From an optimization exercise on the open Yosys and OpenROAD flow, aimed at small area, a short achievable clock period and few clock cycles per item; shortcuts taken in it are not production practice. Function was checked by simulation only, so behaviour that the tests miss may differ from the original. The clock port is modelled as an ideal driver; clocking choices that lean on that would not hold on a real chip.

==> flow/design.v <==
module cas (divisor, dividend, quotient, cin, cout, remainder);
input wire divisor, dividend, quotient, cin;
output wire cout, remainder;
assign remainder = (quotient ^ divisor) ^ dividend ^ cin;
assign cout = ((quotient ^ divisor)&dividend) | ((quotient ^ divisor)&cin) | (cin&dividend);
endmodule
module Divider_row(ndivisor, p_in, bit_in, p_out, q_out);
input  [14:0] ndivisor;
input  [14:0] p_in;
input         bit_in;
output [14:0] p_out;
output        q_out;
wire [15:0] x  = {p_in, bit_in};
wire [15:0] nd = {1'b1, ndivisor};
wire [15:0] g0 = x & nd;
wire [15:0] p0 = x ^ nd;
wire [15:0] gl [0:4];
wire [15:0] pl [0:4];
assign gl[0] = {g0[15:1], g0[0] | p0[0]};
assign pl[0] = p0;
genvar l, i;
generate for (l = 0; l < 4; l = l + 1) begin : lvl
	for (i = 0; i < 16; i = i + 1) begin : b
		if ((i >> l) & 1) begin : comb
			localparam integer J = ((i >> (l + 1)) << (l + 1)) + (1 << l) - 1;
			assign gl[l+1][i] = gl[l][i] | (pl[l][i] & gl[l][J]);
			assign pl[l+1][i] = pl[l][i] & pl[l][J];
		end else begin : pass
			assign gl[l+1][i] = gl[l][i];
			assign pl[l+1][i] = pl[l][i];
		end
	end
end endgenerate
wire [16:0] c = {gl[4], 1'b1};
wire [15:0] s = p0 ^ c[15:0];
assign q_out = c[16];
assign p_out = q_out ? s[14:0] : x[14:0];
endmodule
module Divider_Modulo (clk , reset, mode, valid_in, divisor, dividend, result, valid_out);
input wire clk, reset, mode, valid_in;
input wire [31:0] dividend;
input wire [15:0] divisor;
output reg valid_out;
output wire [31:0] result;
localparam [16:0] CUT = 17'b0_0100_1001_0010_0100;
reg        v_in;
reg        m_in;
reg [31:0] dd_in;
reg [14:0] dv_in;    
always @(posedge clk or posedge reset)
	if (reset) v_in <= 1'b0;
	else       v_in <= valid_in;
always @(posedge clk) begin
	m_in  <= mode;
	dd_in <= dividend;
	dv_in <= ~divisor[14:0];
end
wire [14:0] p   [0:17];
wire [16:0] s   [0:17];
wire [14:0] d   [0:17];    
wire        m   [0:17];
wire        v   [0:17];
assign p[0] = dd_in[31:17];
assign s[0] = dd_in[16:0];
assign d[0] = dv_in;
assign m[0] = m_in;
assign v[0] = v_in;
genvar i;
generate for (i = 0; i < 17; i = i + 1) begin : row
	wire [14:0] p_n;
	wire        q_n;
	Divider_row r (
		.ndivisor (d[i]),
		.p_in    (p[i]),
		.bit_in  (s[i][16]),
		.p_out   (p_n),
		.q_out   (q_n)
	);
	if (CUT[i]) begin : cut
		reg [14:0] p_r;
		reg [16:0] s_r;
		reg [14:0] d_r;
		reg        m_r;
		reg        v_r;
		always @(posedge clk or posedge reset)
			if (reset) v_r <= 1'b0;
			else       v_r <= v[i];
		always @(posedge clk) begin
			p_r <= p_n;
			s_r <= {s[i][15:0], q_n};
			d_r <= d[i];
			m_r <= m[i];
		end
		assign p[i+1] = p_r;
		assign s[i+1] = s_r;
		assign d[i+1] = d_r;
		assign m[i+1] = m_r;
		assign v[i+1] = v_r;
	end else begin : nocut
		assign p[i+1] = p_n;
		assign s[i+1] = {s[i][15:0], q_n};
		assign d[i+1] = d[i];
		assign m[i+1] = m[i];
		assign v[i+1] = v[i];
	end
end endgenerate
reg [16:0] res_r;
always @(posedge clk or posedge reset)
	if (reset) valid_out <= 1'b0;
	else       valid_out <= v[17];
always @(posedge clk)
	res_r <= m[17] ? {2'b0, p[17]} : s[17];
assign result = {15'b0, res_r};
endmodule
export LEC_CHECK = 0
export CAP_MARGIN = 20
export CORE_MARGIN = 2
export CORE_UTILIZATION = 40
export CTS_CLUSTER_DIAMETER = 100
export CTS_CLUSTER_SIZE = 25
export SLEW_MARGIN = 20
create_clock -name core_clock -period 25.0 [get_ports {clk}]
standard.sh (not shown) runs the stock make flow with config.mk's settings and CLKGATE_MAP_FILE= SYNTH_SCRIPT=/design/flow/synth_recipe.tcl, a recipe that flattens the netlist after the stock synthesis.
==> flow/flow/run.sh <==
#!/bin/bash
# The standard layout (the standard.sh) with four changes:
#  - synthesis maps with flow/abc_map.script (see flow/synth_wrap.tcl);
#  - no full/half-adder cell extraction (ADDER_MAP_FILE empty), so ABC maps
#    the adders' logic freely;
#  - ports are buffered with a fixed buffer cell instead of the one
#    buffer_ports picks by default;
#  - after placement repair, flow/size_crit.tcl upsizes gates on the worst
#    register-to-register paths (before detailed placement legalizes them).
set -euo pipefail
export FLOW_SYNTH_TCL="$PWD/synth_recipe.tcl"
export MY_ABC_SCRIPT="$PWD/flow/abc_map.script"
export SIZE_MAX_MOVES=400
export SIZE_MIN_GAIN=0.003
bash standard.sh "SYNTH_SCRIPT=$PWD/flow/synth_wrap.tcl" "ADDER_MAP_FILE=" \
  "BUFFER_PORTS_ARGS=-buffer_cell sky130_fd_sc_hd__buf_2" \
  "POST_RESIZE_TCL=$PWD/flow/size_crit.tcl" finish > make_finish.log 2>&1
==> flow/flow/size_crit.tcl <==
# Greedy gate sizing at the design's own constraints. With the design's
# long clock period ORFS's repair_timing sees no violation and leaves every
# gate as synthesis mapped it. This loop repeatedly takes the worst
# register-to-register path, tries upsizing each gate on it by one step, and
# keeps the single change that most improves that path group's worst setup
# slack; it stops when no change gains SIZE_MIN_GAIN ns or after
# SIZE_MAX_MOVES changes. (Paths to and from the ports are left alone: their
# fixed external delays and port buffers set them.)
estimate_parasitics -placement

proc sc_parse {cell} {
  if {[regexp {^(sky130_fd_sc_hd__[a-z0-9]+)_([0-9]+)$} $cell -> base size]} {
    return [list $base $size]
  }
  return {}
}

# next larger usable size of the same cell family, or ""
proc sc_next {base size} {
  set best ""
  set best_s 1000
  foreach lc [get_lib_cells -quiet */${base}_*] {
    if {[get_property $lc dont_use]} { continue }
    set n [get_name $lc]
    if {![regexp "^${base}_(\[0-9\]+)\$" $n -> s]} { continue }
    if {$s > $size && $s < $best_s} {
      set best $lc
      set best_s $s
    }
  }
  return $best
}

set ::regs [all_registers -edge_triggered]
proc r2r_path {} {
  return [lindex [find_timing_paths -from $::regs -to $::regs -sort_by_slack -group_path_count 1] 0]
}
proc r2r_ws {} {
  return [get_property [r2r_path] slack]
}

set moves 0
set ws [r2r_ws]
puts "size_crit: start worst slack $ws"
while {$moves < $::env(SIZE_MAX_MOVES)} {
  set pe [r2r_path]
  set best_inst ""
  set best_lc ""
  set best_ws $ws
  # collect the path's gates first: resizing invalidates the path object
  set insts {}
  foreach pt [get_property $pe points] {
    set pin [get_property $pt pin]
    if {[get_property $pin direction] ne "output"} { continue }
    set inst [get_cells -quiet -of_objects $pin]
    if {[llength $inst] == 1} { lappend insts $inst }
  }
  foreach inst $insts {
    set cell [get_property $inst ref_name]
    set bs [sc_parse $cell]
    if {$bs eq ""} { continue }
    lassign $bs base size
    if {[regexp {clkbuf|conb} $base]} { continue }
    set lc [sc_next $base $size]
    if {$lc eq ""} { continue }
    set old [get_lib_cells */$cell]
    replace_cell $inst $lc
    set nws [r2r_ws]
    replace_cell $inst $old
    if {$nws > $best_ws + $::env(SIZE_MIN_GAIN)} {
      set best_ws $nws
      set best_inst $inst
      set best_lc $lc
    }
  }
  if {$best_inst eq ""} { break }
  replace_cell $best_inst $best_lc
  set ws [r2r_ws]
  incr moves
}
puts "size_crit: $moves moves, worst slack $ws"
Other scripts of this flow, unchanged in this note and not shown: flow/flow/abc_map.script, flow/flow/synth_wrap.tcl
The first run passed the timing, design-rule and antenna checks.
Testbench counts at the start, summed over its fixed seeds: cycles 16,048, items 16,000.
Edit:
- GPL_TIMING_DRIVEN: unset -> 0
=> Cell area increases by 2.4%. Count of clock-buffer cells in the layout went up by 1. Critical path depth fell by 2. Die area is unchanged. Fmax rose by 5.1%. Via count came out higher by 2.3%. Setup slack improved by 0.31 ns. Global-route usage rises by 1.5 points.
Edit:
--- a/flow/flow/size_crit.tcl
+++ b/flow/flow/size_crit.tcl
@@ -32,5 +32,5 @@
 }
 
-set ::regs [all_registers -edge_triggered]
+set regs [all_registers -edge_triggered]
 proc r2r_path {} {
   return [lindex [find_timing_paths -from $::regs -to $::regs -sort_by_slack -group_path_count 1] 0]
@@ -48,13 +48,9 @@
   set best_lc ""
   set best_ws $ws
-  # collect the path's gates first: resizing invalidates the path object
-  set insts {}
   foreach pt [get_property $pe points] {
     set pin [get_property $pt pin]
     if {[get_property $pin direction] ne "output"} { continue }
     set inst [get_cells -quiet -of_objects $pin]
-    if {[llength $inst] == 1} { lappend insts $inst }
-  }
-  foreach inst $insts {
+    if {[llength $inst] != 1} { continue }
     set cell [get_property $inst ref_name]
     set bs [sc_parse $cell]
- GPL_TIMING_DRIVEN: 0 -> unset
This time the run aborted during placement repair.
Synthesized area stays the same.
Synthesized cell count does not change.


Starts from the design.v that is shown in full above.
==> flow/config.mk <==
export PLATFORM = sky130hd
export DESIGN_NAME = Divider_Modulo
export DESIGN_NICKNAME = Divider_Modulo
export VERILOG_FILES = /design/flow/design.v
export SDC_FILE = /design/flow/constraint.sdc
export NUM_CORES = 4
export LEC_CHECK = 0
export CAP_MARGIN = 20
export CORE_MARGIN = 2
export CORE_UTILIZATION = 40
export CTS_CLUSTER_DIAMETER = 100
export CTS_CLUSTER_SIZE = 25
export GPL_TIMING_DRIVEN = 0
export SLEW_MARGIN = 20
==> flow/constraint.sdc <==
create_clock -name core_clock -period 25.0 [get_ports {clk}]
set_input_delay 5.0000 -clock core_clock [delete_from_list [all_inputs] [get_ports {clk}]]
set_output_delay 5.0000 -clock core_clock [all_outputs]
set_load 0.01 [all_outputs]
==> flow/flow/run.sh <==
#!/bin/bash
# The standard layout (the standard.sh, with flow/config.mk's settings)
# with these changes:
#  - no full/half-adder cell extraction (ADDER_MAP_FILE empty), so ABC maps
#    the adders' logic freely;
#  - ports are buffered with buf_2 instead of the buffer buffer_ports picks;
#  - after placement repair, flow/size_crit.tcl upsizes gates on the worst
#    register-to-register path (before detailed placement legalizes them).
# Each step's full log is under orfs/logs/; make's own output goes to
# make_finish.log.
set -euo pipefail
export FLOW_SYNTH_TCL="$PWD/synth_recipe.tcl"
export MY_ABC_SCRIPT="$PWD/flow/abc_map.script"
export SIZE_MAX_MOVES=150
export SIZE_MIN_GAIN=0.005
export SIZE_WINDOW=0.3
export SIZE_PATHS=3
export SIZE_ENDPOINTS=300
bash standard.sh "SYNTH_SCRIPT=$PWD/flow/synth_wrap.tcl" "ADDER_MAP_FILE=" \
  "BUFFER_PORTS_ARGS=-buffer_cell sky130_fd_sc_hd__buf_2" \
  "POST_CTS_TCL=$PWD/flow/size_cts.tcl" finish > make_finish.log 2>&1
==> flow/flow/abc_map.script <==
strash
dch -f
map -D 4000
topo
buffer -c
upsize -D 4000
dnsize -D 4000
stime -p
Other scripts of this flow, unchanged in this note and not shown: flow/flow/size_cts.tcl, flow/flow/synth_wrap.tcl
Testbench counts at the start, summed over its fixed seeds: cycles 16,048, items 16,000.
Edit:
==> flow/flow/abc_map.script (replaced) <==
strash
dch -f
amap
topo
buffer -c
upsize -D 4000
dnsize -D 4000
stime -p
=>
- The new run finished clean
- wire length is lower by 5.3%
- setup slack got worse by 0.70 ns
- critical path depth is higher by 31
- clock skew is lower by 0.0065 ns
- non-clock buffer count came out lower by 4
- cell count falls by 15%
- fmax falls by 10%
- area after synthesis went down by 11%
- global-route usage came out higher by 0.46 points
- die area shrinks by 10%

-- static timing again, ports no longer ideal --
In the flow no input, the clock included, has a driving cell. The finished layouts below were timed again as built, in two steps.
Step 1: set_driving_cell puts a clkbuf_16 on clk and a buf_2 on each other input, an assumption about the parent block.
Step 2, shift: input delay + t, output delay - t, t = (earliest + latest rising clock arrival at the registers) / 2. This alone moves slack from input paths to output paths.
Three values: ideal, step 1, step 2; two values: the first two.
run	shift t [ns]	setup WS [ns]	clock arrival spread, ns
the first run of note 1	0.587	18.622 / 18.622 / 18.622	0.020 / 0.021
the second run of note 1	0.580	18.931 / 18.916 / 18.931	0.022 / 0.022
the first run of note 2	0.586	18.976 / 18.914 / 19.046	0.029 / 0.030
the second run of note 2	0.587	18.276 / 18.276 / 18.276	0.018 / 0.019
After both steps setup and hold are still met in every run listed.
